Source: an optimization exercise on an open RTL-to-GDS flow (aim: small area, a short achievable clock period and few clock cycles). Production flows keep margins and buffers that such runs may drop.
The RTL was checked by simulation tests, not by an equivalence proof against the original design.
No activity file was given, so power comes from the tool's default toggle rates.

**flow/design.v**
```verilog
module fastadd #(parameter N = 8)
(input [N-1:0] x, y,
input ci,
output [N-1:0] s);
reg [N:0] G, P;
integer i, d;
always @(*) begin
	G[0] = ci;
	P[0] = 1'b0;
	for (i = 0; i < N; i = i + 1) begin
		G[i+1] = x[i] & y[i];
		P[i+1] = x[i] ^ y[i];
	end
	for (d = 1; d <= N; d = d * 2)
		for (i = N; i >= d; i = i - 1) begin
			G[i] = G[i] | (P[i] & G[i-d]);
			P[i] = P[i] & P[i-d];
		end
end
assign s = x ^ y ^ G[N-1:0];
endmodule
module alu8
(input [7:0] x, y,
input ci, ce, land, lor, finv,
output [7:0] s);
reg [8:0] G, P;
integer i, d;
always @(*) begin
	G[0] = ci;
	P[0] = 1'b0;
	for (i = 0; i < 8; i = i + 1) begin
		G[i+1] = ce & x[i] & y[i];
		P[i+1] = ce & (x[i] | y[i]);
	end
	for (d = 1; d <= 8; d = d * 2)
		for (i = 8; i >= d; i = i - 1) begin
			G[i] = G[i] | (P[i] & G[i-d]);
			P[i] = P[i] & P[i-d];
		end
end
wire [7:0] f = land ? (x & y) : lor ? (x | y) : (x ^ y);
assign s = f ^ G[7:0] ^ {8{finv}};
endmodule
module my_cpu(input clk, reset,
output [5:0] address,
output memWr,
output [7:0] writedata,
input [7:0] readdata, IN,
output [7:0] OUT,
output halt
);
reg [5:0] pc;
reg [7:0] a;
reg [7:0] outr;
reg [7:0] ir;       
reg       ev;       
reg       xz, xinv, cin, ce, land, lor;   
reg [7:0] rsel;     
reg [7:0] rf [0:7];
reg       haltr;
reg       s_ldi, s_jmp, s_rel, s_ldm, s_stm, s_dld, s_dst;
wire s_d   = s_dld | s_dst;
wire fetch = ~(s_ldi | s_jmp | s_rel | s_ldm | s_stm | s_d | haltr);
assign address   = pc;
assign memWr     = s_dst;
assign writedata = a;
assign OUT       = outr;
assign halt      = haltr;
wire [3:0] eh = ir[7:4];
reg  [7:0] rv;
integer k;
always @(*) begin
	rv = 8'd0;
	for (k = 0; k < 8; k = k + 1)
		rv = rv | ({8{rsel[k]}} & rf[k]);
end
wire e_lda = ev & (eh == 4'h1);
wire e_sta = ev & (eh == 4'h2);
wire e_and = ev & (eh == 4'hA);
wire e_or  = ev & (eh == 4'hB);
wire e_add = ev & (eh == 4'hC);
wire e_sub = ev & (eh == 4'hD);
wire e_e   = ev & (eh == 4'hE) & ~ir[3] & ~(ir[2] & ir[1]);
wire e_not = e_e & (ir[2:0] == 3'd0);
wire e_inc = e_e & (ir[2:0] == 3'd1);
wire e_dec = e_e & (ir[2:0] == 3'd2);
wire e_shl = e_e & (ir[2:0] == 3'd3);
wire e_shr = e_e & (ir[2:0] == 3'd4);
wire e_ror = e_e & (ir[2:0] == 3'd5);
wire e_in  = ev & (ir == 8'hF0);
wire e_out = ev & (ir == 8'hF1);
wire e_aw = e_lda | e_and | e_or | e_add | e_sub | e_e | e_in;
wire       e_alu = e_lda | e_and | e_or | e_add | e_sub | e_not | e_inc | e_dec;
wire [7:0] x = (a & {8{~xz}}) ^ {8{xinv}};
wire [7:0] alu;
alu8 alu0(x, rv, cin, ce, land, lor, xinv & ce, alu);
wire       a_mem = s_ldi | s_dld;
wire       a_hold = ~(e_aw | a_mem);
wire [7:0] ares = ({8{e_alu}} & alu)
                | ({8{e_shl}} & {a[6:0], 1'b0})
                | ({8{e_shr}} & {1'b0, a[7:1]})
                | ({8{e_ror}} & {a[0], a[7:1]})
                | ({8{e_in}} & IN)
                | ({8{a_mem}} & readdata)
                | ({8{a_hold}} & a);
always @(posedge clk)
	for (k = 0; k < 8; k = k + 1)
		if (e_sta & rsel[k])
			rf[k] <= a;
wire az = (a == 8'd0);
function take;
	input [7:0] op;
	input z, n;
	case (op[7:4])
		4'h7:    take = z;
		4'h8:    take = ~z;
		4'h9:    take = ~n & ((op[3:0] != 4'd0) | ~z);
		default: take = 1'b1;
	endcase
endfunction
wire [3:0] fh = readdata[7:4];
wire       flo0 = (readdata[3:0] == 4'd0);
wire       f_br = (fh[3:2] == 2'b01 & fh[1]) | (fh[3:2] == 2'b10 & ~fh[1]);
wire f_ldm  = (readdata == 8'h30);
wire f_stm  = (readdata == 8'h40);
wire f_ldi  = (readdata == 8'h50);
wire f_halt = (readdata == 8'hF2);
wire f_e    = ~f_br & ~f_ldm & ~f_stm & ~f_ldi & ~f_halt;
wire f_add  = (fh == 4'hC);
wire f_sub  = (fh == 4'hD);
wire f_inc  = (readdata == 8'hE1);
wire f_dec  = (readdata == 8'hE2);
wire f_not  = (readdata == 8'hE0);
wire f_reg  = (fh == 4'h1) | (fh == 4'h2) | (fh[3:2] == 2'b10 & fh[1]) | (fh[3:2] == 2'b11 & ~fh[1]);
wire       j_take = take(ir, az, a[7]);
wire [5:0] pc1 = pc + 6'd1;
wire [5:0] pcrel;
fastadd #(6) reladd(pc, {{3{ir[3]}}, ir[2:0] ^ {3{ir[3]}}}, ir[3], pcrel);
wire p_inc  = fetch | s_ldi | (s_jmp & ~j_take);
wire p_rd   = (s_jmp & j_take) | s_ldm | s_stm;
wire p_rel  = s_rel & j_take;
wire p_hold = haltr | (s_rel & ~j_take);
wire [5:0] pcn = ({6{p_inc}} & pc1)
               | ({6{p_rel}} & pcrel)
               | ({6{p_rd}} & readdata[5:0])
               | ({6{s_d}} & ir[5:0])
               | ({6{p_hold}} & pc);
always @(posedge clk) begin
	if (s_ldm | s_stm)
		ir <= {2'b00, pc1};
	else
		ir <= readdata;
	rsel <= f_reg ? (8'd1 << readdata[2:0]) : 8'd0;
	xz   <= (fh == 4'h1);
	xinv <= f_sub | f_dec | f_not;
	cin  <= f_inc | f_dec;
	ce   <= f_add | f_sub | f_inc | f_dec;
	land <= (fh == 4'hA);
	lor  <= (fh == 4'hB);
	if (reset) begin
		pc <= 6'd0;
		a <= 8'd0;
		outr <= 8'd0;
		ev <= 1'b0;
		haltr <= 1'b0;
		s_ldi <= 1'b0; s_jmp <= 1'b0; s_rel <= 1'b0; s_ldm <= 1'b0; s_stm <= 1'b0;
		s_dld <= 1'b0; s_dst <= 1'b0;
	end else begin
		a <= ares;
		pc <= pcn;
		if (e_out) outr <= a;
		ev    <= fetch & f_e;
		haltr <= haltr | (fetch & f_halt);
		s_ldi <= fetch & f_ldi;
		s_ldm <= fetch & f_ldm;
		s_stm <= fetch & f_stm;
		s_jmp <= fetch & f_br & flo0;
		s_rel <= fetch & f_br & ~flo0;
		s_dld <= s_ldm;
		s_dst <= s_stm;
	end
end
endmodule
```
**flow/flow/run.sh**
```bash
#!/bin/bash
# Standard layout, but with plain buffers on the ports instead of the
# delay-cell buffers buffer_ports picks by default.
set -euo pipefail
export BUFFER_PORTS_ARGS="-buffer_cell sky130_fd_sc_hd__buf_1"
bash standard.sh > standard.log 2>&1
```
**flow/standard.sh**
```bash
#!/bin/bash
# synth_recipe.tcl (not shown) runs the flow's synth.tcl, then flattens the netlist and writes it again
# the make line also repeats each setting of config.mk as NAME=value (left out here)
make -C /OpenROAD-flow-scripts/flow DESIGN_CONFIG=/design/flow/config.mk WORK_HOME=/design/flow/orfs CLKGATE_MAP_FILE= SYNTH_SCRIPT=/design/flow/synth_recipe.tcl "${@:-finish}"
```
**flow/config.mk**
```make
export PLATFORM = sky130hd
export DESIGN_NAME = my_cpu
export DESIGN_NICKNAME = my_cpu
export VERILOG_FILES = /design/flow/design.v
export SDC_FILE = /design/flow/constraint.sdc
export NUM_CORES = 4
export LEC_CHECK = 0
export CAP_MARGIN = 20
export CORE_MARGIN = 2
export CORE_UTILIZATION = 40
export CTS_BUF_LIST = sky130_fd_sc_hd__clkbuf_4
export SETUP_SLACK_MARGIN = 2.8
export SLEW_MARGIN = 20
```
**flow/constraint.sdc**
```tcl
create_clock -name core_clock -period 5.0 [get_ports {clk}]
set_input_delay 1.0000 -clock core_clock [delete_from_list [all_inputs] [get_ports {clk}]]
set_output_delay 1.0000 -clock core_clock [all_outputs]
set_load 0.01 [all_outputs]
```
==> results.ini, run 1 <==
[status]
outcome=complete, no violations

[die]
die_area_mm2=0.0155
die_width_um=125
boundaryPins=42
fp.dieH_um=125
row_count=44
initial_core_util_pct=40.5
core-area_mm2=0.0144

[logic_synthesis]
synthCells=545
syn_area_mm2=0.00582
yosys-top-cells-area=edfxtp_1, dfxtp_1, ha_1
synth_top_family_by_area=compound AO/OA/AOI/OAI gates
synth_ff_type=edfxtp_1
muxShareOfSynthArea_pct=2.75
synth_compound_area_share_pct=15.7
yosys.area_share.xor_xnor_pct=5.55
synth_fp_nets=586
ys_ff_latch=117
avgSynthCellArea_um2=10.7
synth_simple_gate_area_share_pct=15.3
synth_top_area_cell=edfxtp_1
async_reset_ff_share_pct=0
synthAdderAreaFrac_pct=4.94
yosysTopAreaCellShare_pct=33.0
synth_edf_count=64
yosysSeqAreaShare_pct=51.2
yosys_warnings=4
synth.distinct_cells=58

[place]
io_buffer_count=41
post_dp_cell_area_mm2=0.00609
gp_congestion=0.817
dp_hpwl_um=10200

[grt]
grt-ovfl-total=0
grt_max_degree=28
grt_pass1_wl_um=24400
grt_pass1_vias=4464
antenna_found_initial=1
grt_use_total_pct=20.5

[clocking]
ctsRootBufferMaster=clkbuf_4
cts_buffers=17
cts.htree.levels=4
clk_latency_ns=0.53
cts_buffer_depth=2
clock_sinks=117
path_clk_slew_ns=0.11
cts_tree=yes
hold_buffers=0

[hold_path]
hold_path.class=reg -> reg

[detailed_routing]
firstDrtPassIters=6
ant_nets=0
via_per_inst=5.67
drc=0
vias=4600
drt_iter0_markers=448
wl_um=16000
wl_per_cell_um=19.6

[run]
maxCapViolCount=0

[setup_path]
cp.required_ns=5.41
crit_chain=a22oi_1 -> nand4_1 -> buf_4 -> ha_4 -> mux2i_1 -> o21ai_1 -> xor2_1 -> xnor2_1 -> o2111a_1 -> nor2_1
crit_arrival_ns=2.71
slowest_stage=edfxtp_1
critPathMaxFanout=4
critPathKind=reg -> reg
cpPeakStageDelay_ns=0.40
cp-end-kind=flip-flop
startpoint_type=flip-flop

[power]
p_leak_nw=2.52
max-vdd-ir-drop_mv=0.155
power_density_mw_per_mm2=305

[timing]
max_freq_mhz=435
setup_viol=0
totalNegativeSetupSlack_ns=0
relSlewSlack_pct=51.1
worstMarginPinSlew_ns=0.729
hold_violations=0
layout_worst_path_cycle_share_pct=46.0
rsz0062_at_grt=true
maxSlewViolCount=0
fin_crit_ns=2.30
fin_skew_ns=0.0194

[cells_and_area]
drive_above_1_share_pct=21.2
nets=655
final_cell_area_mm2=0.00689
nFillCells=1249
final_common_cell=edfxtp_1
syn_to_final_growth_pct=18.4
final_util_pct=47.9
final_cell_mix=edfxtp_1, buf_1, nand2_1

## report_power, final
part | switching, mW | internal (mW) | total, mW
logic | 0.157 | 0.120 | 0.277
registers | 0.0330 | 1.02 | 1.06
clock network | 0.369 | 0.398 | 0.767
## Yosys cell counts, drive strengths merged (5+ instances only)
cell type / n
o21ai: 17
nand4: 5
ha: 23
nand2b: 12
a222oi: 13
nor2: 40
xor2: 6
a211oi: 5
and4: 6
a31oi: 8
nor3: 10
nor2b: 8
nand2: 39
inv: 36
clkbuf: 12
dfxtp: 53
or2: 6
and2: 10
edfxtp: 64
a22oi: 34
nor4: 8
o22ai: 6
xnor2: 30
mux2i: 16
buf: 15
a21oi: 23
nand3: 7
## path summary, 6_finish.rpt
check,endpoint,slack (ns),from,cells past startpoint
max reg2reg,a[1],2.70,rf[5][1],10
min,s_dld,0.49,s_ldm,1
max,a[1],2.70,rf[5][1],10
min reg2reg,s_dld,0.49,s_ldm,1
## timing repair
action,in CTS,in global routing
resized for setup,51,20
pin swaps,20,9
setup endpoints to repair,26,22
setup buffers,29,6
## per-stage QoR
stage	instances	power, mW	setup slack, ns	hold WS, ns
2_1_floorplan	545	1.25	2.81	0.453
3_3_place_gp	744	1.31	2.46	0.470
3_5_place_dp	744	1.32	2.45	0.473
4_1_cts	805	2.09	2.77	0.487
5_1_grt	812	2.18	2.57	0.506
6_report	812	2.10	2.70	0.486
## critical path: cells and delay by family (launching register included)
kind,cells,cell delay [ns]
compound gates,3,0.55
flops,1,0.40
xor+xnor,2,0.37
simple gates,2,0.32
buf+inv,1,0.25
fa+ha+maj,1,0.25
mux,1,0.05
## cell type report
class                      count  area (µm²)  share of cell area (%)
sequential                   117        3060                    44.4
multi-input combinational    365        2700                    39.2
timing repair buffer          77         444                    6.45
tap                          184         230                    3.34
clock inverter                14         185                    2.69
clock buffer                  18         135                    1.96
inverter                      36         135                    1.96
antenna                        1        2.50                  0.0363
## flip-flops by register name, indices dropped and copies added, names as in the netlist, 6 cells and up
name  flops
ir        8
rf       64
a         8
rsel      8
pc        6
outr      8
## layer usage
layer	share of wire, %	global-route usage (%)	vias to the layer above
li1	-	-	2148
met1	41	25.5	2217
met2	48	32.6	193
met3	6.2	4.94	42
met4	4.0	11.6	0
met5	0	0	-
## cells by family after synthesis
group	after synthesis
AND/OR/NAND/NOR	164
XOR/XNOR	36
buffers and inverters	63
AO/OA/AOI/OAI	126
flip-flops	117
multiplexers	16
adder cells (fa/ha/maj)	23
Testbench counts, summed over its fixed seeds: cycles 27,699.
==> run 2: changes to the inputs <==
--- a/flow/config.mk
+++ b/flow/config.mk
@@ -9,4 +9,3 @@
 export CORE_MARGIN = 2
-export CORE_UTILIZATION = 40
-export CTS_BUF_LIST = sky130_fd_sc_hd__clkbuf_4
+export CORE_UTILIZATION = 55
 export SETUP_SLACK_MARGIN = 2.8
==> results.ini, run 2 <==
[status]
outcome=complete, no violations

[detailed_routing]
firstDrtPassIters=5
wl_per_cell_um=20.5
ant_nets=0
wl_um=15600
via_per_inst=5.98
drt_iter0_markers=402
drc=0
vias=4554

[cells_and_area]
largest_reg_flops=64
diodes=0
syn_to_final_growth_pct=22.6
drive_above_1_share_pct=24.2
final_cell_mix=edfxtp_1, buf_1, nand2_1
final_common_cell=edfxtp_1
nets=654
nFillCells=807
largest_register=rf

[logic_synthesis]
async_reset_ff_share_pct=0
synth_fp_nets=586
synth_common_cells=edfxtp_1, dfxtp_1, nand2_1, nor2_1
synth_most_common_cell=edfxtp_1
syn_area_mm2=0.00582
synthCells=545
yosys_warnings=4
yosysSeqAreaShare_pct=51.2
avgSynthCellArea_um2=10.7
yosysTopAreaCellShare_pct=33.0
synth.distinct_cells=58
synth_edf_count=64
synth_ff_type=edfxtp_1
yosys-top-cells-area=edfxtp_1, dfxtp_1, ha_1
ys_ff_latch=117
synth_top_area_cell=edfxtp_1

[setup_path]
cp-end-kind=flip-flop
startpoint_type=flip-flop
cp.required_ns=5.41
cpPeakStageDelay_ns=0.38
crit_arrival_ns=2.64
worst-path-buf-inv=1
critPathMaxFanout=8
critPathTopFamily=compound AO/OA/AOI/OAI gates
crit_chain=a22oi_2 -> nand4_1 -> buf_4 -> ha_1 -> mux2i_1 -> o21ai_1 -> xor2_1 -> xnor2_1 -> o2111a_1 -> nor2_1
critPathKind=reg -> reg
slowest_stage=dfxtp_4

[place]
dp_hpwl_um=9860
gp_congestion=0.848
io_buffer_count=41
dp_slack_ns=2.42

[power]
power_density_mw_per_mm2=352
clockPowerShare_pct=46.2
p_sw_share_pct=25.8
p_seq_share_pct=42.2
p_leak_nw=2.63
p_int_mw=1.87
max-vdd-ir-drop_mv=0.240
p_sw_mw=0.648
pwr-share-comb_pct=11.6

[clocking]
clock_sinks=117
cts_buffer_depth=2
ctsRootBufferMaster=clkbuf_8
cts_tree=yes
clk_latency_ns=0.53
path_clk_slew_ns=0.06
cts_buffers=17
cts.htree.levels=4
hold_buffers=0

[grt]
grt_max_degree=25
grt_use_total_pct=28.3
grt_pass1_vias=4517
grt_pass1_wl_um=24000
antenna_found_initial=0
grt-ovfl-total=0

[timing]
layout_setup_ws_ns=2.77
fin_skew_ns=0.0103
maxSlewViolCount=0
max_freq_mhz=448
layout_worst_path_cycle_share_pct=44.7
fin_crit_ns=2.23
hold_violations=0
totalNegativeSetupSlack_ns=0
worstMarginPinSlew_ns=0.733
setup_viol=0
relSlewSlack_pct=50.8
rsz0062_at_grt=true

[die]
boundaryPins=42
die_width_um=107
core-area_mm2=0.0103
die_area_mm2=0.0114
fp.dieH_um=107
row_count=37
initial_core_util_pct=56.6

[run]
maxCapViolCount=0

[hold_path]
hold_path.class=reg -> reg

-- run 2: cell counts after synthesis --
No cell type changed its count.
-- run 2: final timing paths --
| check | from | to | slack, ns | depth (start not counted) |
|---|---|---|---|---|
| max | rsel[1] | a[1] | 2.77 | 10 |
| min | s_stm | s_dst | 0.48 | 1 |
| max reg2reg | rsel[1] | a[1] | 2.77 | 10 |
| min reg2reg | s_stm | s_dst | 0.48 | 1 |
-- run 2: area by class of cell --
| type | count | area, µm² | area share [%] |
|---|---|---|---|
| Sequential cell | 117 | 3050 | 42.8 |
| Inverter | 36 | 135 | 1.89 |
| Timing Repair Buffer | 76 | 429 | 6.01 |
| Multi-Input combinational cell | 365 | 2790 | 39.0 |
| Clock inverter | 14 | 150 | 2.10 |
| Tap cell | 136 | 170 | 2.38 |
| Clock buffer | 17 | 414 | 5.80 |
-- run 2: cells by family after synthesis --
family,share of synthesized area [%]
mux,2.75
xor+xnor,5.55
compound gates,15.7
buf+inv,4.51
fa+ha+maj,4.94
flops,51.2
simple gates,15.3
-- run 2: stage by stage --
stage	util (%)	total power [mW]	hold WS, ns	instances	cell area, µm²
2_1_floorplan	-	1.25	0.453	545	5830
3_3_place_gp	58.8	1.31	0.470	697	6040
3_5_place_dp	58.8	1.32	0.472	697	6040
4_1_cts	67.7	2.50	0.481	750	6960
5_1_grt	69.4	2.59	0.512	761	7140
6_report	69.4	2.51	0.485	761	7140
-- run 2: what timing repair did --
item / in CTS / in global routing
endpoints found under the setup margin: 24 / 17
buffers inserted: 22 / 11
gates resized for setup: 60 / 35
pin swaps: 21 / 30
-- run 2: routing by layer --
layer | up-vias | GRT usage (%) | share of wire (%)
met5 | - | 0 | 0
met4 | 0 | 11.3 | 2.8
met3 | 31 | 6.08 | 5.8
met2 | 161 | 47.2 | 50
met1 | 2219 | 36.2 | 41
li1 | 2143 | - | -
-- run 2: power groups by stage --
stage | Clock (mW) | Combinational (mW) | Sequential, mW
2_1_floorplan | 0 | 0.181 | 1.07
3_3_place_gp | 0 | 0.221 | 1.09
3_5_place_dp | 0 | 0.226 | 1.09
4_1_cts | 1.17 | 0.266 | 1.06
5_1_grt | 1.21 | 0.317 | 1.06
6_report | 1.16 | 0.292 | 1.06
==> run 3: changes to the inputs <==
--- a/flow/config.mk
+++ b/flow/config.mk
@@ -9,3 +9,5 @@
 export CORE_MARGIN = 2
-export CORE_UTILIZATION = 55
+export CORE_UTILIZATION = 40
+export CTS_BUF_LIST = sky130_fd_sc_hd__clkbuf_8
+export CTS_CLUSTER_SIZE = 40
 export SETUP_SLACK_MARGIN = 2.8
==> results.ini, run 3 <==
[status]
outcome=complete, no violations

[cells_and_area]
final_cell_mix=edfxtp_1, buf_1, nand2_1
final_util_pct=47.9
nets=637
largest_reg_flops=64
drive_above_1_share_pct=19.0
largest_register=rf
stdcell_count=793
nFillCells=1262
final_common_cell=edfxtp_1
syn_to_final_growth_pct=18.1
diodes=0

[die]
initial_core_util_pct=40.5
die_width_um=125
core-area_mm2=0.0144
die_area_mm2=0.0155
row_count=44
fp.dieH_um=125
boundaryPins=42

[power]
p_seq_share_pct=47.3
p_int_mw=1.67
clockPowerShare_pct=41.1
power_density_mw_per_mm2=327
p_sw_share_pct=25.5
p_leak_nw=2.46
pwr-share-comb_pct=11.5
max-vdd-ir-drop_mv=0.172
p_sw_mw=0.573

[logic_synthesis]
syn_area_mm2=0.00582
synth_top_area_cell=edfxtp_1
synth_edf_count=64
yosys_warnings=4
synth_most_common_cell=edfxtp_1
yosysSeqAreaShare_pct=51.2
async_reset_ff_share_pct=0
synth_fp_nets=586
synth.distinct_cells=58
yosysTopAreaCellShare_pct=33.0
ys_ff_latch=117
synthCells=545
avgSynthCellArea_um2=10.7
yosys-top-cells-area=edfxtp_1, dfxtp_1, ha_1
synth_ff_type=edfxtp_1
synth_common_cells=edfxtp_1, dfxtp_1, nand2_1, nor2_1

[setup_path]
startpoint_type=flip-flop
rrSetupSlack_ns=2.75
crit_arrival_ns=2.57
cp.required_ns=5.31
worstRegToRegCells=11
crit-reg2reg-launch=rsel[0]
r2r_end=a[3]
critPathKind=reg -> reg
critPathMaxFanout=8
cp-end-kind=flip-flop

[timing]
max_freq_mhz=444
relSlewSlack_pct=52.9
fin_skew_ns=0.00919
fin_crit_ns=2.25
maxSlewViolCount=0
totalNegativeSetupSlack_ns=0
hold_violations=0
setup_viol=0
layout_worst_path_cycle_share_pct=45.0
rsz0062_at_grt=true
worstMarginPinSlew_ns=0.700

[grt]
grt-ovfl-total=0
grt_pass1_wl_um=23700
grt_pass1_vias=4392
antenna_found_initial=0
grt_max_degree=28
grt_use_total_pct=19.8

[clocking]
clk_latency_ns=0.44
clock_sinks=117
cts.htree.levels=4
cts_buffer_depth=2
path_clk_slew_ns=0.07
cts_buffers=17
cts_tree=yes
hold_buffers=0
ctsRootBufferMaster=clkbuf_8

[place]
dp_hpwl_um=10200
gp_congestion=0.817
placed_cells=744
io_buffer_count=41

[hold_path]
holdPathEnd=s_dld
min_path_cells=1
hold_path.class=reg -> reg
worstHoldStart=s_ldm

[detailed_routing]
wl_um=15300
drt_iter0_markers=393
drc=0
firstDrtPassIters=8
ant_nets=0
vias=4511
wl_per_cell_um=19.3
via_per_inst=5.69

[run]
maxCapViolCount=0

[run 3: metrics by stage]
stage,power (mW),hold WS [ns],setup slack [ns],cell area (µm²)
after global routing,2.33,0.500,2.61,6880
after floorplan,1.25,0.453,2.81,5830
after detailed placement,1.32,0.473,2.45,6090
after global placement,1.31,0.470,2.46,6090
after CTS,2.25,0.482,2.78,6760
final,2.25,0.480,2.75,6880
[run 3: cells by family after synthesis]
| kind of cell | count (synthesis) | synth area share, % |
|---|---|---|
| adders and majority gates | 23 | 4.94 |
| and+or+nand+nor | 164 | 15.3 |
| buffers and inverters | 63 | 4.51 |
| muxes | 16 | 2.75 |
| DFF | 117 | 51.2 |
| AOI/OAI and AO/OA | 126 | 15.7 |
| xor gates and xnor gates | 36 | 5.55 |
[run 3: layout make-up]
| type | instances | area [µm²] | share of cell area, % |
|---|---|---|---|
| Clock buffer | 17 | 234 | 3.40 |
| Clock inverter | 15 | 189 | 2.75 |
| Inverter | 36 | 135 | 1.97 |
| Multi-Input combinational cell | 365 | 2740 | 39.8 |
| Sequential cell | 117 | 3050 | 44.4 |
| Tap cell | 184 | 230 | 3.35 |
| Timing Repair Buffer | 59 | 294 | 4.28 |
[run 3: power by group through the flow]
stage	combinational [mW]	clock, mW	sequential (mW)
2_1_floorplan	0.181	0	1.07
3_3_place_gp	0.219	0	1.09
3_5_place_dp	0.225	0	1.09
4_1_cts	0.247	0.938	1.06
5_1_grt	0.285	0.980	1.07
6_report	0.259	0.923	1.06
[run 3: critical path: stages, from the launching register on]
cell and delay, ns:
dfxtp_4 0.39, a22oi_2 0.18, nand4_1 0.26, inv_1 0.18, ha_4 0.17, inv_2 0.04, nand4_1 0.12, o41ai_4 0.12
a31oi_2 0.23, o32ai_1 0.15, xnor2_1 0.19, o22ai_1 0.10
[run 3: routing by layer]
metal | share of wire, % | GRT usage [%] | wire, µm | vias up
met5 | 0 | 0 | 0 | -
met4 | 3.0 | 9.65 | 466 | 0
met3 | 5.7 | 4.60 | 879 | 37
met2 | 50 | 32.2 | 7610 | 163
met1 | 42 | 24.8 | 6380 | 2198
li1 | - | - | - | 2113
[run 3: how the worst max path moves through the flow]
stage                     start  endpoint  slack (ns)  cells past startpoint
floorplan                  a[2]      a[6]        2.81                      9
global route            rsel[0]      a[6]        2.61                     11
finish                  rsel[0]      a[3]        2.75                     11
CTS                     rsel[0]      a[5]        2.78                     11
global placement    readdata[5]     haltr        2.46                      7
detailed placement  readdata[5]     haltr        2.45                      7
[run 3: what timing repair did]
| action | in CTS | in global routing |
|---|---|---|
| pin swaps | 20 | 7 |
| setup buffers | 13 | 4 |
| gates resized for setup | 51 | 22 |
| endpoints found under the setup margin | 21 | 24 |
==> run 4: changes to the inputs <==
--- a/flow/config.mk
+++ b/flow/config.mk
@@ -10,4 +10,2 @@
 export CORE_UTILIZATION = 40
-export CTS_BUF_LIST = sky130_fd_sc_hd__clkbuf_8
-export CTS_CLUSTER_SIZE = 40
 export SETUP_SLACK_MARGIN = 2.8
==> results.ini, run 4 <==
[logic_synthesis]
synthAdderAreaFrac_pct=4.94
synth_simple_gate_area_share_pct=15.3
synth_edf_count=64
syn_area_mm2=0.00582
async_reset_ff_share_pct=0
yosysTopAreaCellShare_pct=33.0
synth_top_family_by_area=compound AO/OA/AOI/OAI gates
yosys-top-cells-area=edfxtp_1, dfxtp_1, ha_1
synth_fp_nets=586
avgSynthCellArea_um2=10.7
ys_ff_latch=117
yosys.area_share.xor_xnor_pct=5.55
synth.distinct_cells=58
synth_compound_area_share_pct=15.7
synth_ff_type=edfxtp_1
synth_top_area_cell=edfxtp_1
yosysSeqAreaShare_pct=51.2
muxShareOfSynthArea_pct=2.75
synth_common_cells=edfxtp_1, dfxtp_1, nand2_1, nor2_1
synthCells=545
yosys_warnings=4
synth_most_common_cell=edfxtp_1

[place]
io_buffer_count=41
dp_hpwl_um=10200
dp_slack_ns=2.45
gp_congestion=0.817

[power]
power_mw=2.59
p_leak_nw=2.56
max-vdd-ir-drop_mv=0.252
power_density_mw_per_mm2=364

[setup_path]
critPathTopFamily=compound AO/OA/AOI/OAI gates
r2r_end=a[1]
worstRegToRegCells=10
startpoint_type=flip-flop
crit_chain=a22oi_1 -> nand4_1 -> buf_4 -> ha_4 -> mux2i_1 -> o21ai_1 -> xor2_1 -> xnor2_1 -> o2111a_1 -> nor2_1
cpPeakStageDelay_ns=0.38
crit_arrival_ns=2.52
slowest_stage=dfxtp_4
crit-reg2reg-launch=rsel[3]
cp-end-kind=flip-flop
critPathKind=reg -> reg
critPathMaxFanout=8
rrSetupSlack_ns=2.77
worst-path-buf-inv=1
cp.required_ns=5.29

[detailed_routing]
wl_per_cell_um=19.4
via_per_inst=5.65
wl_um=15400
drt_iter0_markers=389
drc=0
vias=4489
ant_nets=0
firstDrtPassIters=6

[grt]
grt_pass1_wl_um=23700
grt_max_degree=28
grt-ovfl-total=0
antenna_found_initial=0
grt_pass1_vias=4410
grt_use_total_pct=19.8

[cells_and_area]
final_util_pct=49.5
ff_latch_area_mm2=0.00305
nets=639
largest_reg_flops=64
largest_register=rf
final_common_cell=edfxtp_1
multiInputGateArea_mm2=0.00278
nFillCells=1232
final_cell_mix=edfxtp_1, buf_1, nand2_1
drive_above_1_share_pct=20.9
syn_to_final_growth_pct=22.3
diodes=0

[timing]
layout_worst_path_cycle_share_pct=44.6
hold_violations=0
maxSlewViolCount=0
fin_crit_ns=2.23
totalNegativeSetupSlack_ns=0
relSlewSlack_pct=52.7
rsz0062_at_grt=true
setup_viol=0
layout_setup_ws_ns=2.77
fin_skew_ns=0.00486
max_freq_mhz=449
worstMarginPinSlew_ns=0.704

[hold_path]
worstHoldStart=a[3]
holdPathEnd=rf[0][3]
min_path_cells=0
hold_path.class=reg -> reg

[clocking]
cts_buffer_depth=2
clk_latency_ns=0.41
cts_buffers=17
ctsRootBufferMaster=clkbuf_16
cts.htree.levels=4
path_clk_slew_ns=0.05
cts_tree=yes
hold_buffers=0
clock_sinks=117

[die]
core-area_mm2=0.0144
die_width_um=125
initial_core_util_pct=40.5
boundaryPins=42
row_count=44
fp.dieH_um=125
die_area_mm2=0.0155

[run]
maxCapViolCount=0

[status]
outcome=complete, no violations

==> run 4: changes by cell type in the layout (fill, tap and decap cells not counted), sizes merged <==
cell	before	now
inv	37	36
clkbuf	18	19
buf	58	60
==> run 4: worst register-to-register path: stages (launching register included) <==
cell	delay, ns
dfxtp_4	0.38
a22oi_1	0.19
nand4_1	0.25
buf_4	0.23
ha_4	0.24
mux2i_1	0.05
o21ai_1	0.16
xor2_1	0.20
xnor2_1	0.16
o2111a_1	0.20
nor2_1	0.04
==> run 4: final cells by class <==
type                       instances  area share [%]
timing repair buffer              61            4.34
sequential                       117            42.9
clock buffer                      18            6.03
tap                              184            3.23
clock inverter                    14            2.60
multi-input combinational        365            39.0
inverter                          36            1.90
==> run 4: worst max path at each step <==
stage	startpoint	end	slack (ns)	depth (start not counted)
global placement	readdata[5]	haltr	2.46	7
global route	rsel[0]	a[1]	2.66	10
CTS	rf[5][1]	a[6]	2.78	11
finish	rsel[3]	a[1]	2.77	10
detailed placement	readdata[5]	haltr	2.45	7
floorplan	a[2]	a[6]	2.81	9
==> run 4: timing repair <==
| item | in CTS | in global routing |
|---|---|---|
| resized for setup | 47 | 37 |
| buffers inserted | 7 | 12 |
| pin swaps | 8 | 26 |
| endpoints found under the setup margin | 21 | 18 |
==> run 4: power by group <==
| part | internal, mW | switching (mW) |
|---|---|---|
| Sequential | 1.02 | 0.0406 |
| Clock | 0.828 | 0.429 |
| Combinational | 0.120 | 0.150 |
| Total | 1.97 | 0.619 |
==> run 4: stage by stage <==
step / instances / instance area (µm²) / hold WS (ns)
after floorplan: 545 / 5830 / 0.453
after global placement: 744 / 6090 / 0.470
after detailed placement: 744 / 6090 / 0.473
after CTS: 783 / 6890 / 0.480
after global routing: 795 / 7120 / 0.484
final: 795 / 7120 / 0.480
==> run 4: layer usage <==
layer  up-vias  wire [µm]  track usage, %
met4         0        452            9.32
li1       2109          -               -
met1      2191       6560            24.7
met3        37        839            5.20
met2       152       7560            32.1
met5         -          0               0
==> run 4: kinds of logic (layout without fill, tap and decap cells) <==
logic type / after synthesis / in the layout
simple gates: 164 / 164
compound gates: 126 / 126
flops: 117 / 117
buf+inv: 63 / 129
xor+xnor: 36 / 36
fa+ha+maj: 23 / 23
mux: 16 / 16
==> run 5: changes to the inputs <==
--- a/flow/design.v
+++ b/flow/design.v
@@ -23,3 +23,4 @@
 (input [7:0] x, y,
-input ci, ce, land, lor, finv,
+input ci, ce,
+input [3:0] t,
 output [7:0] s);
@@ -40,4 +41,7 @@
 end
-wire [7:0] f = land ? (x & y) : lor ? (x | y) : (x ^ y);
-assign s = f ^ G[7:0] ^ {8{finv}};
+reg [7:0] f;
+always @(*)
+	for (i = 0; i < 8; i = i + 1)
+		f[i] = t[{y[i], x[i]}];
+assign s = f ^ G[7:0];
 endmodule
@@ -95,3 +99,4 @@
 wire [7:0] alu;
-alu8 alu0(x, rv, cin, ce, land, lor, xinv & ce, alu);
+wire [3:0] tt = land ? 4'b1000 : lor ? 4'b1110 : (xinv & ce) ? 4'b1001 : 4'b0110;
+alu8 alu0(x, rv, cin, ce, tt, alu);
 wire       a_mem = s_ldi | s_dld;
--- a/flow/config.mk
+++ b/flow/config.mk
@@ -10,2 +10,4 @@
 export CORE_UTILIZATION = 40
+export CTS_BUF_LIST = sky130_fd_sc_hd__clkbuf_8
+export CTS_CLUSTER_SIZE = 40
 export SETUP_SLACK_MARGIN = 2.8
==> results.ini, run 5 <==
[status]
outcome=complete, no violations

[cells_and_area]
final_common_cell=edfxtp_1
diodes=0
syn_to_final_growth_pct=21.4
largest_register=rf
drive_above_1_share_pct=23.5
largest_reg_flops=64
final_cell_mix=edfxtp_1, nand2_1, buf_1
nets=612

[timing]
fin_worst_hold_slack_ns=0.477
max_freq_mhz=427
maxSlewViolCount=0
rsz0062_at_grt=true
totalNegativeSetupSlack_ns=0
relSlewSlack_pct=47.8
fin_skew_ns=0.00791
layout_setup_ws_ns=2.66
worstMarginPinSlew_ns=0.776
fin_crit_ns=2.34
setup_viol=0
layout_worst_path_cycle_share_pct=46.8
hold_violations=0

[power]
max-vdd-ir-drop_mv=0.169
power_density_mw_per_mm2=324
power_mw=2.23
p_leak_nw=2.43

[setup_path]
worst-path-buf-inv=0
crit_path_frequent_cell=maj3_2
cpPeakStageDelay_ns=0.37
slowest_stage=dfxtp_4
critPathMaxFanout=4
startpoint_type=flip-flop
cp.required_ns=5.37
critPathKind=reg -> reg
crit_arrival_ns=2.71
crit_chain=or2b_1 -> xnor2_2 -> maj3_2 -> maj3_2 -> o2bb2ai_4 -> maj3_2 -> a211o_1 -> o211ai_2
cp-end-kind=flip-flop
critPathTopFamily=adder cells

[grt]
grt_max_degree=29
grt_pass1_vias=4275
grt_pass1_wl_um=23000
grt_use_total_pct=20.5
antenna_found_initial=1
grt-ovfl-total=0

[detailed_routing]
vias=4525
ant_nets=0
drt_iter0_markers=406
wl_per_cell_um=19.3
via_per_inst=5.80
wl_um=15100
firstDrtPassIters=7
drc=0

[logic_synthesis]
synth_edf_count=64
syn_area_mm2=0.00567
synth_top_area_cell=edfxtp_1
yosys_warnings=4
synth_fp_nets=551
synth.distinct_cells=61
synth_ff_type=edfxtp_1
synth_most_common_cell=edfxtp_1
yosysTopAreaCellShare_pct=33.9
avgSynthCellArea_um2=10.8
yosys-top-cells-area=edfxtp_1, dfxtp_1, xnor2_1
synthCells=526
async_reset_ff_share_pct=0
yosysSeqAreaShare_pct=52.6
ys_ff_latch=117
synth_common_cells=edfxtp_1, dfxtp_1, nand2_1, nor2_1, a22oi_1

[die]
core-area_mm2=0.0139
fp.dieH_um=123
die_width_um=123
initial_core_util_pct=40.9
row_count=43
boundaryPins=42
die_area_mm2=0.0151

[clocking]
path_clk_slew_ns=0.07
clk_latency_ns=0.44
cts_buffer_depth=2
cts_tree=yes
clock_sinks=117
cts_buffers=17
cts.htree.levels=4
ctsRootBufferMaster=clkbuf_8

[place]
dp_hpwl_um=10000
io_buffer_count=41
dp_slack_ns=2.41
gp_congestion=0.833

[hold_path]
hold_path.class=reg -> reg

[run]
maxCapViolCount=0

-- run 5: cell type report --
cell class / instances / area, µm²
fill: 1228 / 7000
sequential: 117 / 3050
multi-input combinational: 369 / 2750
timing repair buffer: 70 / 403
clock buffer: 17 / 234
tap: 180 / 225
clock inverter: 15 / 179
inverter: 12 / 45.0
-- run 5: layer usage --
layer / track usage (%) / wire length, µm
met1: 25.7 / 6510
met2: 34.2 / 7440
met3: 4.89 / 725
met4: 7.81 / 403
met5: 0 / 13
-- run 5: power by group --
| group | internal, mW | switching, mW | leakage, nW |
|---|---|---|---|
| registers | 1.02 | 0.0393 | 1.04 |
| clock network | 0.497 | 0.401 | 0.208 |
| logic | 0.125 | 0.146 | 1.19 |
-- run 5: per-stage QoR --
| step | util (%) | instance area (µm²) | cells |
|---|---|---|---|
| after detailed placement | 42.7 | 5930 | 720 |
| after CTS | 47.2 | 6560 | 761 |
| final | 49.6 | 6890 | 780 |
| after global routing | 49.6 | 6890 | 780 |
| after global placement | 42.7 | 5930 | 720 |
| after floorplan | - | 5700 | 526 |
-- run 5: repair_timing --
action                                  4_1_cts  5_1_grt
pin swaps                                    15       30
hold endpoints to repair                      0        0
cloned                                        0        1
buffers inserted                              9       18
hold buffers                                  0        0
gates resized for setup                      49       40
endpoints found under the setup margin       21       19
-- run 5: logic make-up (layout without fill, tap and decap cells) --
group | Yosys count | count (layout) | synth area share, %
simple gates | 180 | 180 | 16.2
compound gates | 130 | 130 | 17.7
flops | 117 | 117 | 52.6
buf+inv | 40 | 114 | 3.49
xor+xnor | 35 | 35 | 5.41
mux | 13 | 13 | 2.34
fa+ha+maj | 11 | 11 | 2.32
-- run 5: final timing paths --
kind / slack, ns / endpoint / start / cells after the start
max: 2.66 / a[6] / a[0] / 8
min: 0.48 / s_dst / s_stm / 1
max reg2reg: 2.66 / a[6] / a[0] / 8
min reg2reg: 0.48 / s_dst / s_stm / 1
Testbench counts of run 5, summed over its fixed seeds: cycles 27,699.
==> run 6: changes to the inputs <==
--- a/flow/config.mk
+++ b/flow/config.mk
@@ -14 +14,4 @@
 export SLEW_MARGIN = 20
+export SYNTH_HIERARCHICAL = 1
+export SYNTH_MINIMUM_KEEP_SIZE = 0
+export TNS_END_PERCENT = 10
==> results.ini, run 6 <==
[cells_and_area]
largest_reg_flops=64
final_cell_mix=edfxtp_1, buf_1, a22oi_1
final_cell_area_mm2=0.00663
largest_register=rf
drive_above_1_share_pct=20.8
final_common_cell=edfxtp_1
diodes=0
stdcell_count=743
nets=576
syn_to_final_growth_pct=17.1
nFillCells=1256
final_util_pct=47.9

[die]
initial_core_util_pct=40.9
core-area_mm2=0.0138
boundaryPins=42
row_count=43
die_area_mm2=0.0151
fp.dieH_um=123
die_width_um=123

[grt]
grt_pass1_vias=4177
antenna_found_initial=0
grt-ovfl-total=0
grt_pass1_wl_um=23400
grt_use_total_pct=20.9
grt_max_degree=28

[setup_path]
worstRegToRegCells=9
cp.required_ns=5.34
crit_chain=a22oi_1 -> nand4_1 -> maj3_2 -> o21ai_1 -> a21oi_2 -> a31oi_1 -> xnor2_1 -> nand2_1 -> a31oi_1
cp-end-kind=flip-flop
slowest_stage=dfxtp_2
startpoint_type=flip-flop
cpPeakStageDelay_ns=0.40
crit-reg2reg-launch=rsel[6]
critPathMaxFanout=9
critPathKind=reg -> reg
crit_start=rsel[6]
crit_arrival_ns=2.58
crit_path_frequent_cell=a31oi_1

[place]
dp_hpwl_um=10300
gp_congestion=0.845
placed_cells=701
io_buffer_count=41
dp_slack_ns=2.37
post_dp_cell_area_mm2=0.00594

[timing]
totalNegativeSetupSlack_ns=0
setup_viol=0
worstMarginPinSlew_ns=0.903
hold_violations=0
maxSlewViolCount=0
fin_skew_ns=0.0112
relSlewSlack_pct=39.3
max_freq_mhz=447
fin_worst_hold_slack_ns=0.488
layout_worst_path_cycle_share_pct=44.7
rsz0062_at_grt=true
layout_setup_ws_ns=2.76
fin_crit_ns=2.24

[logic_synthesis]
synth_common_cells=edfxtp_1, dfxtp_1, a22oi_1, nor2_1, nand2_1
synthCells=504
synth_ff_type=edfxtp_1
yosysTopAreaCellShare_pct=34.0
yosysSeqAreaShare_pct=52.7
synth_fp_nets=530
synth.distinct_cells=72
avgSynthCellArea_um2=11.2
yosys_warnings=10
synth_most_common_cell=edfxtp_1
async_reset_ff_share_pct=0
synth_edf_count=64
ys_ff_latch=117
yosys-top-cells-area=edfxtp_1, dfxtp_1, a22oi_1
syn_area_mm2=0.00566
synth_top_area_cell=edfxtp_1

[power]
p_sw_mw=0.573
p_seq_share_pct=49.3
max-vdd-ir-drop_mv=0.155
power_density_mw_per_mm2=324
p_leak_nw=2.22
clockPowerShare_pct=39.3
pwr-share-comb_pct=11.4
p_int_mw=1.58
power_mw=2.15
p_sw_share_pct=26.7

[detailed_routing]
wl_um=15300
drc=0
vias=4291
firstDrtPassIters=6
ant_nets=0
drt_iter0_markers=318
via_per_inst=5.78
wl_per_cell_um=20.5

[clocking]
clk_latency_ns=0.42
cts_tree=yes
cts_buffers=17
clock_sinks=117
hold_buffers=0
path_clk_slew_ns=0.07
cts.htree.levels=4
cts_buffer_depth=2
ctsRootBufferMaster=clkbuf_8

[run]
maxCapViolCount=0

[status]
outcome=complete, no violations

[hold_path]
min_path_cells=1
worstHoldStart=s_stm
hold_path.class=reg -> reg

-- run 6: cell families after synthesis --
kind of cell / after synthesis / synth area share, %
fa+ha+maj: 10 / 2.30
compound gates: 129 / 16.8
flops: 117 / 52.7
simple gates: 166 / 16.3
buf+inv: 38 / 2.70
mux: 16 / 4.71
xor+xnor: 28 / 4.47
-- run 6: area by class of cell --
cell class,count,area [µm²],share of cell area [%]
well taps,180,225,3.40
inverters,13,48.8,0.736
flip-flops and latches,117,3040,45.9
multi-input cells,349,2690,40.6
clock inverters,15,153,2.30
clock buffers,17,234,3.53
repair buffers,52,240,3.62
-- run 6: power groups by stage --
stage | clock (mW) | combinational, mW | sequential, mW
5_1_grt | 0.904 | 0.261 | 1.06
3_5_place_dp | 0 | 0.211 | 1.08
2_1_floorplan | 0 | 0.163 | 1.07
4_1_cts | 0.858 | 0.231 | 1.06
6_report | 0.844 | 0.244 | 1.06
3_3_place_gp | 0 | 0.205 | 1.08
-- run 6: Yosys stat by module, one instance, submodules excluded, excerpt --
| module | cells | flip-flops and latches |
|---|---|---|
| alu8 | 51 | 0 |
| my_cpu | 421 | 117 |
-- run 6: metal layers --
metal,global-route usage (%),part of all wire [%],vias to the layer above
li1,-,-,2020
met1,27.4,43,2107
met2,35.0,50,138
met3,3.69,4.5,26
met4,7.40,2.5,0
met5,0,0,-
-- run 6: final timing paths --
check	endpoint	slack (ns)
setup / recovery	a[7]	2.76
hold reg to reg	s_dst	0.49
setup reg to reg	a[7]	2.76
hold / removal	s_dst	0.49
-- run 6: critical path, delay by kind of cell, from the launching register on --
family          cells  cell delay [ns]
xor+xnor            1             0.15
flops               1             0.40
compound gates      5             0.92
fa+ha+maj           1             0.40
simple gates        2             0.31
-- run 6: repair_timing --
action / in CTS / in global routing
buffers inserted: 9 / 1
setup endpoints to repair: 62 / 79
resized for setup: 41 / 19
cloned: 0 / 0
pin swaps: 8 / 11
==> run 7: changes to the inputs <==
--- a/flow/config.mk
+++ b/flow/config.mk
@@ -12,3 +12,3 @@
 export CTS_CLUSTER_SIZE = 40
-export SETUP_SLACK_MARGIN = 2.8
+export SETUP_SLACK_MARGIN = 2.7
 export SLEW_MARGIN = 20
==> results.ini, run 7 <==
[grt]
grt_use_total_pct=20.8
grt_pass1_wl_um=23200
grt_pass1_vias=4158
antenna_found_initial=0
grt-ovfl-total=0
grt_max_degree=28

[setup_path]
cpPeakStageDelay_ns=0.40
cp-end-kind=flip-flop
rrSetupSlack_ns=2.67
crit_chain=inv_2 -> ha_1 -> ha_1 -> o21a_1 -> o31a_1 -> o32ai_1 -> a311oi_1 -> a221oi_1 -> a31oi_1
critPathMaxFanout=5
startpoint_type=flip-flop
cp.required_ns=5.35
crit_arrival_ns=2.68
crit-reg2reg-launch=ir[2]
crit_path_frequent_cell=ha_1
worstRegToRegCells=9
r2r_end=pc[5]
critPathKind=reg -> reg
slowest_stage=dfxtp_2

[clocking]
clk_latency_ns=0.42
ctsRootBufferMaster=clkbuf_8
hold_buffers=0
cts_tree=yes
cts_buffers=17
cts.htree.levels=4
cts_buffer_depth=2
path_clk_slew_ns=0.07
clock_sinks=117

[timing]
maxSlewViolCount=0
totalNegativeSetupSlack_ns=0
layout_worst_path_cycle_share_pct=46.5
fin_skew_ns=0.00995
worstMarginPinSlew_ns=0.964
max_freq_mhz=430
hold_violations=0
setup_viol=0
rsz0062_at_grt=true
fin_crit_ns=2.33
relSlewSlack_pct=35.2

[hold_path]
hold_path.class=reg -> reg
min_path_cells=1
holdPathEnd=s_dst
worstHoldStart=s_stm

[detailed_routing]
dr_wl_met3_um=872
wl_um=15200
top_layer_used=met4
wl_per_cell_um=20.4
ant_nets=0
via_per_inst=5.79
wl_met1_um=6440
wl_met2_um=7520
firstDrtPassIters=6
vias=4299
drt_iter0_markers=348
drc=0

[logic_synthesis]
yosysTopAreaCellShare_pct=34.0
synth_most_common_cell=edfxtp_1
yosys-top-cells-area=edfxtp_1, dfxtp_1, a22oi_1
synth_ff_type=edfxtp_1
syn_area_mm2=0.00566
synth_compound_area_share_pct=16.8
synth_fp_nets=530
synth_top_area_cell=edfxtp_1
synth_common_cells=edfxtp_1, dfxtp_1, a22oi_1, nor2_1, nand2_1
ys_ff_latch=117
yosys.area_share.xor_xnor_pct=4.47
synth.distinct_cells=72
async_reset_ff_share_pct=0
synth_edf_count=64
avgSynthCellArea_um2=11.2
synth_top_family_by_area=compound AO/OA/AOI/OAI gates
yosysSeqAreaShare_pct=52.7
synthCells=504
muxShareOfSynthArea_pct=4.71
synthAdderAreaFrac_pct=2.30
yosys_warnings=10
synth_simple_gate_area_share_pct=16.3

[die]
die_width_um=123
die_area_mm2=0.0151
row_count=43
fp.dieH_um=123
boundaryPins=42
initial_core_util_pct=40.9
core-area_mm2=0.0138

[place]
io_buffer_count=41
gp_congestion=0.845
dp_hpwl_um=10300

[cells_and_area]
largest_register=rf
final_cell_mix=edfxtp_1, buf_1, a22oi_1
nFillCells=1261
syn_to_final_growth_pct=15.8
nets=576
largest_reg_flops=64
diodes=0
final_util_pct=47.4
final_common_cell=edfxtp_1
drive_above_1_share_pct=19.4

[power]
p_sw_share_pct=26.6
power_density_mw_per_mm2=326
p_int_mw=1.57
max-vdd-ir-drop_mv=0.156
clockPowerShare_pct=39.5
p_sw_mw=0.567
p_leak_nw=2.23
pwr-share-comb_pct=10.8
p_seq_share_pct=49.7

[status]
outcome=complete, no violations

[run]
maxCapViolCount=0

## run 7: cell counts after synthesis
Identical to the previous run, type by type.
## run 7: how the worst max path moves through the flow
stage	startpoint	end	slack (ns)	depth (start not counted)
2_1_floorplan	ir[3]	pc[5]	2.84	9
3_3_place_gp	a[5]	a[6]	2.43	9
3_5_place_dp	a[5]	a[6]	2.37	9
4_1_cts	xinv	a[7]	2.65	8
5_1_grt	ir[2]	pc[5]	2.58	9
6_report	ir[2]	pc[5]	2.67	9
## run 7: modules after synthesis (local to each module, per instance), excerpt
module	cells inside	flip-flops and latches
my_cpu	421	117
alu8	51	0
## run 7: power groups by stage
stage          Sequential [mW]  Clock [mW]  Combinational (mW)
2_1_floorplan             1.07           0               0.163
3_3_place_gp              1.08           0               0.205
3_5_place_dp              1.08           0               0.211
4_1_cts                   1.06       0.858               0.222
5_1_grt                   1.06       0.903               0.248
6_report                  1.06       0.844               0.230
## run 7: cell type report
| class | count | area [µm²] | share of cell area, % |
|---|---|---|---|
| clock buffers | 17 | 234 | 3.57 |
| clock inverters | 15 | 153 | 2.33 |
| inverters | 13 | 48.8 | 0.745 |
| multi-input cells | 349 | 2630 | 40.1 |
| flip-flops and latches | 117 | 3030 | 46.2 |
| well taps | 180 | 225 | 3.44 |
| repair buffers | 52 | 236 | 3.61 |
## run 7: metrics by stage
step	instance area (µm²)	power, mW	setup WS [ns]	instances	hold WS (ns)
after floorplan	5660	1.23	2.84	504	0.453
after global placement	5940	1.29	2.43	701	0.473
after detailed placement	5940	1.30	2.37	701	0.473
after CTS	6430	2.14	2.65	738	0.486
after global routing	6550	2.21	2.58	743	0.504
final	6550	2.14	2.67	743	0.485
## run 7: critical path: cells and delay by family, from the launching register on
family / cells / cell delay, ns
compound gates: 6 / 1.10
fa+ha+maj: 2 / 0.68
buf+inv: 1 / 0.07
flops: 1 / 0.40
## run 7: logic make-up after synthesis
logic type / after synthesis
buf+inv: 38
simple gates: 166
fa+ha+maj: 10
xor+xnor: 28
mux: 16
flops: 117
compound gates: 129
## run 7: per-layer routing
layer,GRT usage (%),vias up
li1,-,2022
met1,27.4,2099
met2,34.4,159
met3,3.69,19
met4,7.40,0
met5,0,-
## run 7: what timing repair did
item                                    in CTS  in global routing
pin swaps                                    5                  3
endpoints found under the setup margin      22                 62
hold endpoints to repair                     0                  0
setup buffers                                5                  5
gates resized for setup                     21                 24
cloned                                       0                  0
==> run 8: changes to the inputs <==
--- a/flow/config.mk
+++ b/flow/config.mk
@@ -12,3 +12,3 @@
 export CTS_CLUSTER_SIZE = 40
-export SETUP_SLACK_MARGIN = 2.7
+export SETUP_SLACK_MARGIN = 2.9
 export SLEW_MARGIN = 20
==> results.ini, run 8 <==
[setup_path]
r2r_end=a[7]
critPathMaxFanout=3
worstRegToRegCells=9
crit-reg2reg-launch=rf[0][0]
rrSetupSlack_ns=2.78
startpoint_type=flip-flop
cp.required_ns=5.34
crit_arrival_ns=2.56
critPathKind=reg -> reg
cp-end-kind=flip-flop

[logic_synthesis]
synth_fp_nets=530
synthCells=504
synth.distinct_cells=72
yosysTopAreaCellShare_pct=34.0
synth_edf_count=64
yosys-top-cells-area=edfxtp_1, dfxtp_1, a22oi_1
yosys_warnings=10
avgSynthCellArea_um2=11.2
ys_ff_latch=117
syn_area_mm2=0.00566
synth_top_area_cell=edfxtp_1
synth_common_cells=edfxtp_1, dfxtp_1, a22oi_1, nor2_1, nand2_1
async_reset_ff_share_pct=0
synth_most_common_cell=edfxtp_1
synth_ff_type=edfxtp_1
yosysSeqAreaShare_pct=52.7

[die]
die_width_um=123
die_area_mm2=0.0151
initial_core_util_pct=40.9
boundaryPins=42
row_count=43
core-area_mm2=0.0138
fp.dieH_um=123

[timing]
relSlewSlack_pct=47.3
layout_worst_path_cycle_share_pct=44.4
maxSlewViolCount=0
fin_skew_ns=0.00858
totalNegativeSetupSlack_ns=0
fin_worst_hold_slack_ns=0.500
rsz0062_at_grt=true
fin_crit_ns=2.22
max_freq_mhz=451
hold_violations=0
worstMarginPinSlew_ns=0.784
setup_viol=0

[detailed_routing]
wl_met1_um=6590
drc=0
top_layer_used=met4
dr_wl_met3_um=834
wl_met2_um=7640
vias=4381
drt_iter0_markers=473
wl_per_cell_um=20.5
via_per_inst=5.83
firstDrtPassIters=5
wl_um=15400
ant_nets=0

[hold_path]
holdPathEnd=outr[6]
worstHoldStart=outr[6]
min_path_cells=2
hold_path.class=reg -> reg

[cells_and_area]
stdcell_count=751
final_common_cell=edfxtp_1
final_cell_area_mm2=0.00683
nets=584
drive_above_1_share_pct=23.5
diodes=0
syn_to_final_growth_pct=20.6
largest_reg_flops=64
largest_register=rf
final_cell_mix=edfxtp_1, buf_1, nor2_1

[grt]
grt_max_degree=28
grt_use_total_pct=21.0
grt-ovfl-total=0
grt_pass1_vias=4158
grt_pass1_wl_um=23200
antenna_found_initial=0

[clocking]
clk_latency_ns=0.43
ctsRootBufferMaster=clkbuf_8
cts_tree=yes
cts.htree.levels=4
clock_sinks=117
path_clk_slew_ns=0.07
hold_buffers=0
cts_buffer_depth=2
cts_buffers=17

[place]
gp_congestion=0.828
dp_hpwl_um=10100
placed_cells=701
io_buffer_count=41
post_dp_cell_area_mm2=0.00594

[power]
pwr-share-comb_pct=11.5
p_sw_mw=0.575
p_seq_share_pct=47.9
max-vdd-ir-drop_mv=0.209
power_density_mw_per_mm2=323
clockPowerShare_pct=40.6
p_sw_share_pct=26.1
p_leak_nw=2.29
p_int_mw=1.63

[status]
outcome=complete, no violations

[run]
maxCapViolCount=0

[run 8: layer usage]
layer | GRT usage (%) | vias to the layer above
li1 | - | 2036
met3 | 3.92 | 27
met2 | 35.1 | 174
met5 | 0 | -
met1 | 26.9 | 2144
met4 | 8.19 | 0
[run 8: final cells by class]
class,instances,area (µm²)
inverter,13,48.8
fill,1217,7000
timing repair buffer,60,309
clock inverter,15,180
multi-input combinational,349,2770
clock buffer,17,234
sequential,117,3060
tap,180,225
[run 8: worst max path at each step]
| stage | startpoint | cells after the start | end |
|---|---|---|---|
| global route | rsel[7] | 9 | a[6] |
| CTS | a[5] | 9 | a[6] |
| floorplan | a[3] | 9 | a[6] |
| detailed placement | a[5] | 9 | a[6] |
| finish | rf[0][0] | 9 | a[7] |
| global placement | a[5] | 9 | a[6] |
[run 8: metrics by stage]
step           total power [mW]  setup slack, ns  utilization [%]
6_report                   2.20             2.78             49.4
5_1_grt                    2.29             2.68             49.4
4_1_cts                    2.19             2.78             48.0
3_5_place_dp               1.29             2.34             43.0
3_3_place_gp               1.29             2.35             43.0
2_1_floorplan              1.23             2.85                -
[run 8: logic make-up (layout without fill, tap and decap cells)]
kind of cell / count (synthesis) / count (layout) / synth area share (%)
simple gates: 166 / 166 / 16.3
compound gates: 129 / 129 / 16.8
flops: 117 / 117 / 52.7
buf+inv: 38 / 105 / 2.70
xor+xnor: 28 / 28 / 4.47
mux: 16 / 16 / 4.71
fa+ha+maj: 10 / 10 / 2.30
[run 8: what timing repair did]
action	CTS	global route
buffers inserted	9	9
gates resized for setup	57	24
endpoints found under the setup margin	88	78
pin swaps	10	21
[run 8: critical path, stage by stage (launching register included)]
cell and delay (ns):
edfxtp_1 0.40, a22oi_2 0.22, nand4_1 0.24, maj3_2 0.41, a22oi_2 0.17, a21oi_2 0.11
a31oi_2 0.21, xnor2_1 0.16, nand2_1 0.07, a31oi_1 0.14
[run 8: Yosys stat by module, one instance, submodules excluded, excerpt]
| module | cells inside | flops+latches | area [µm²] | times used |
|---|---|---|---|---|
| my_cpu | 421 | 117 | 4920 | 1 |
| alu8 | 51 | 0 | 492 | 1 |
[run 8: power by group through the flow]
stage	combinational [mW]	clock, mW	sequential [mW]
after floorplan	0.163	0	1.07
after global placement	0.204	0	1.08
after detailed placement	0.207	0	1.08
after CTS	0.225	0.904	1.06
after global routing	0.277	0.952	1.06
final	0.254	0.894	1.06
==> run 9: changes to the inputs <==
--- a/flow/config.mk
+++ b/flow/config.mk
@@ -12,3 +12,3 @@
 export CTS_CLUSTER_SIZE = 40
-export SETUP_SLACK_MARGIN = 2.9
+export SETUP_SLACK_MARGIN = 2.8
 export SLEW_MARGIN = 20
@@ -16,2 +16 @@
 export SYNTH_MINIMUM_KEEP_SIZE = 0
-export TNS_END_PERCENT = 10
==> results.ini, run 9 <==
[logic_synthesis]
synthCells=504
yosys-top-cells-area=edfxtp_1, dfxtp_1, a22oi_1
synthAdderAreaFrac_pct=2.30
synth_common_cells=edfxtp_1, dfxtp_1, a22oi_1, nor2_1, nand2_1
yosysTopAreaCellShare_pct=34.0
muxShareOfSynthArea_pct=4.71
synth_edf_count=64
yosys.area_share.xor_xnor_pct=4.47
syn_area_mm2=0.00566
async_reset_ff_share_pct=0
synth_simple_gate_area_share_pct=16.3
synth_fp_nets=530
synth.distinct_cells=72
synth_compound_area_share_pct=16.8
yosysSeqAreaShare_pct=52.7
synth_top_area_cell=edfxtp_1
ys_ff_latch=117
synth_top_family_by_area=compound AO/OA/AOI/OAI gates
avgSynthCellArea_um2=11.2
synth_ff_type=edfxtp_1
yosys_warnings=10
synth_most_common_cell=edfxtp_1

[die]
fp.dieH_um=123
die_area_mm2=0.0151
boundaryPins=42
die_width_um=123
core-area_mm2=0.0138
row_count=43
initial_core_util_pct=40.9

[detailed_routing]
vias=4378
wl_per_cell_um=20.7
wl_um=15700
drc=0
drt_iter0_markers=323
firstDrtPassIters=5
via_per_inst=5.75
ant_nets=0

[timing]
totalNegativeSetupSlack_ns=0
fin_worst_hold_slack_ns=0.489
relSlewSlack_pct=49.0
hold_violations=0
fin_crit_ns=2.20
worstMarginPinSlew_ns=0.759
layout_worst_path_cycle_share_pct=44.0
max_freq_mhz=454
maxSlewViolCount=0
setup_viol=0
fin_skew_ns=0.00990
rsz0062_at_grt=true

[cells_and_area]
largest_register=rf
final_common_cell=edfxtp_1
syn_to_final_growth_pct=21.4
nets=594
final_util_pct=49.7
final_cell_mix=edfxtp_1, buf_1, nor2_1
drive_above_1_share_pct=25.3
diodes=0
stdcell_count=761
largest_reg_flops=64

[clocking]
cts.htree.levels=4
ctsRootBufferMaster=clkbuf_8
clk_latency_ns=0.43
cts_buffer_depth=2
hold_buffers=0
cts_buffers=17
path_clk_slew_ns=0.07
clock_sinks=117
cts_tree=yes

[setup_path]
crit_arrival_ns=2.56
slowest_stage=dfxtp_4
cpPeakStageDelay_ns=0.39
worst-path-buf-inv=1
startpoint_type=flip-flop
cp-end-kind=flip-flop
worstRegToRegCells=9
critPathTopFamily=compound AO/OA/AOI/OAI gates
rrSetupSlack_ns=2.80
critPathKind=reg -> reg
critPathMaxFanout=5
crit_start=ir[2]
crit-reg2reg-launch=ir[2]
cp.required_ns=5.36
r2r_end=pc[5]
crit_chain=inv_2 -> ha_1 -> ha_4 -> o21a_1 -> o31a_1 -> o32ai_2 -> a311oi_2 -> a221oi_2 -> a31oi_1

[grt]
grt_pass1_wl_um=23400
grt_max_degree=28
grt_use_total_pct=21.0
antenna_found_initial=0
grt_pass1_vias=4189
grt-ovfl-total=0

[hold_path]
worstHoldStart=s_stm
hold_path.class=reg -> reg
min_path_cells=1
holdPathEnd=s_dst

[place]
io_buffer_count=41
placed_cells=701
dp_hpwl_um=10300
gp_congestion=0.845

[status]
outcome=complete, no violations

[power]
power_density_mw_per_mm2=315
max-vdd-ir-drop_mv=0.179
p_leak_nw=2.35

[run]
maxCapViolCount=0

run 9: cell types whose count changed in the layout (fill, tap and decap cells not counted), moves of 2 or more:
| cell | previous run | this run |
|---|---|---|
| buf_2 | 0 | 2 |
| buf_4 | 18 | 25 |
| clkinv_4 | 6 | 3 |
| dfxtp_2 | 1 | 3 |
| inv_6 | 2 | 4 |
run 9: Yosys stat by module (local to each module, per instance), excerpt:
| module | cell area, µm² | flops+latches | copies in the design |
|---|---|---|---|
| my_cpu | 4920 | 117 | 1 |
| alu8 | 492 | 0 | 1 |
run 9: worst max-delay path by stage:
stage	end	cells after the start	slack (ns)
after CTS	pc[5]	9	2.79
after detailed placement	a[6]	9	2.37
after global placement	a[6]	9	2.43
after floorplan	pc[5]	9	2.84
final	pc[5]	9	2.80
after global routing	a[3]	9	2.71
run 9: cells by family (layout without fill, tap and decap cells):
| group | after synthesis | after routing |
|---|---|---|
| and+or+nand+nor | 166 | 166 |
| AOI/OAI and AO/OA | 129 | 129 |
| DFF | 117 | 117 |
| buffers and inverters | 38 | 115 |
| xor gates and xnor gates | 28 | 28 |
| muxes | 16 | 16 |
| adders and majority gates | 10 | 10 |
run 9: area by class of cell:
type                       instances  area [µm²]
clock buffer                      17         234
clock inverter                    15         153
fill                            1234        6960
inverter                          13        48.8
multi-input combinational        349        2760
sequential                       117        3060
tap                              180         225
timing repair buffer              70         392
run 9: worst register-to-register path, cell delays in order, from the launching register on:
cell and delay, ns:
dfxtp_4 0.39, inv_2 0.06, ha_1 0.35, ha_4 0.30
o21a_1 0.11, o31a_1 0.26, o32ai_2 0.12, a311oi_2 0.31
a221oi_2 0.11, a31oi_1 0.13
run 9: power breakdown:
group,switching [mW],internal (mW)
logic,0.141,0.119
registers,0.0368,1.02
clock network,0.402,0.444
run 9: per-stage QoR:
step	setup WS, ns	instance area [µm²]	power [mW]
floorplan	2.84	5660	1.23
global placement	2.43	5940	1.29
detailed placement	2.37	5940	1.30
CTS	2.79	6550	2.15
global route	2.71	6870	2.24
finish	2.80	6870	2.16
run 9: repair_timing:
action	CTS	global route
buffers inserted	9	19
endpoints found under the setup margin	62	14
resized for setup	47	36
pin swaps	8	18
run 9: metal layers:
layer | wire (µm) | track usage (%)
met5 | 0 | 0
met4 | 336 | 7.40
met3 | 785 | 3.69
met2 | 7920 | 35.2
met1 | 6690 | 27.3

static timing again, ports no longer ideal:
The results above use ideal ports. As a check the final layouts listed here were re-extracted and re-timed, cells and wires unchanged. Step 1 sets driving cells, clkbuf_16 on the clock port and buf_2 on the other inputs (assumed; they add their load-dependent delay and slew). Step 2 also shifts input and output timing later by t, the mid clock arrival at the registers, as if the neighbouring blocks saw the same clock. Three values: ideal ports, drivers, drivers and shift; two values: the first two.
| run | t (ns) | setup slack, ns | worst setup path after step 2 |
|---|---|---|---|
| run 1 | 0.556 | 2.702 / 2.702 / 2.459 | input to register |
| run 2 | 0.555 | 2.767 / 2.767 / 2.542 | input to register |
| run 3 | 0.466 | 2.748 / 2.748 / 2.441 | input to register |
| run 4 | 0.451 | 2.772 / 2.772 / 2.448 | input to register |
| run 5 | 0.474 | 2.659 / 2.659 / 2.432 | input to register |
| run 6 | 0.455 | 2.763 / 2.763 / 2.476 | input to register |
| run 7 | 0.453 | 2.674 / 2.674 / 2.513 | input to register |
| run 8 | 0.465 | 2.782 / 2.782 / 2.437 | input to register |
| run 9 | 0.460 | 2.798 / 2.798 / 2.478 | input to register |
After both steps every run listed still meets setup and hold. The setup slack of run 8, which loses most, moves by 0.000 ns with the drivers and by -0.345 ns with both steps.
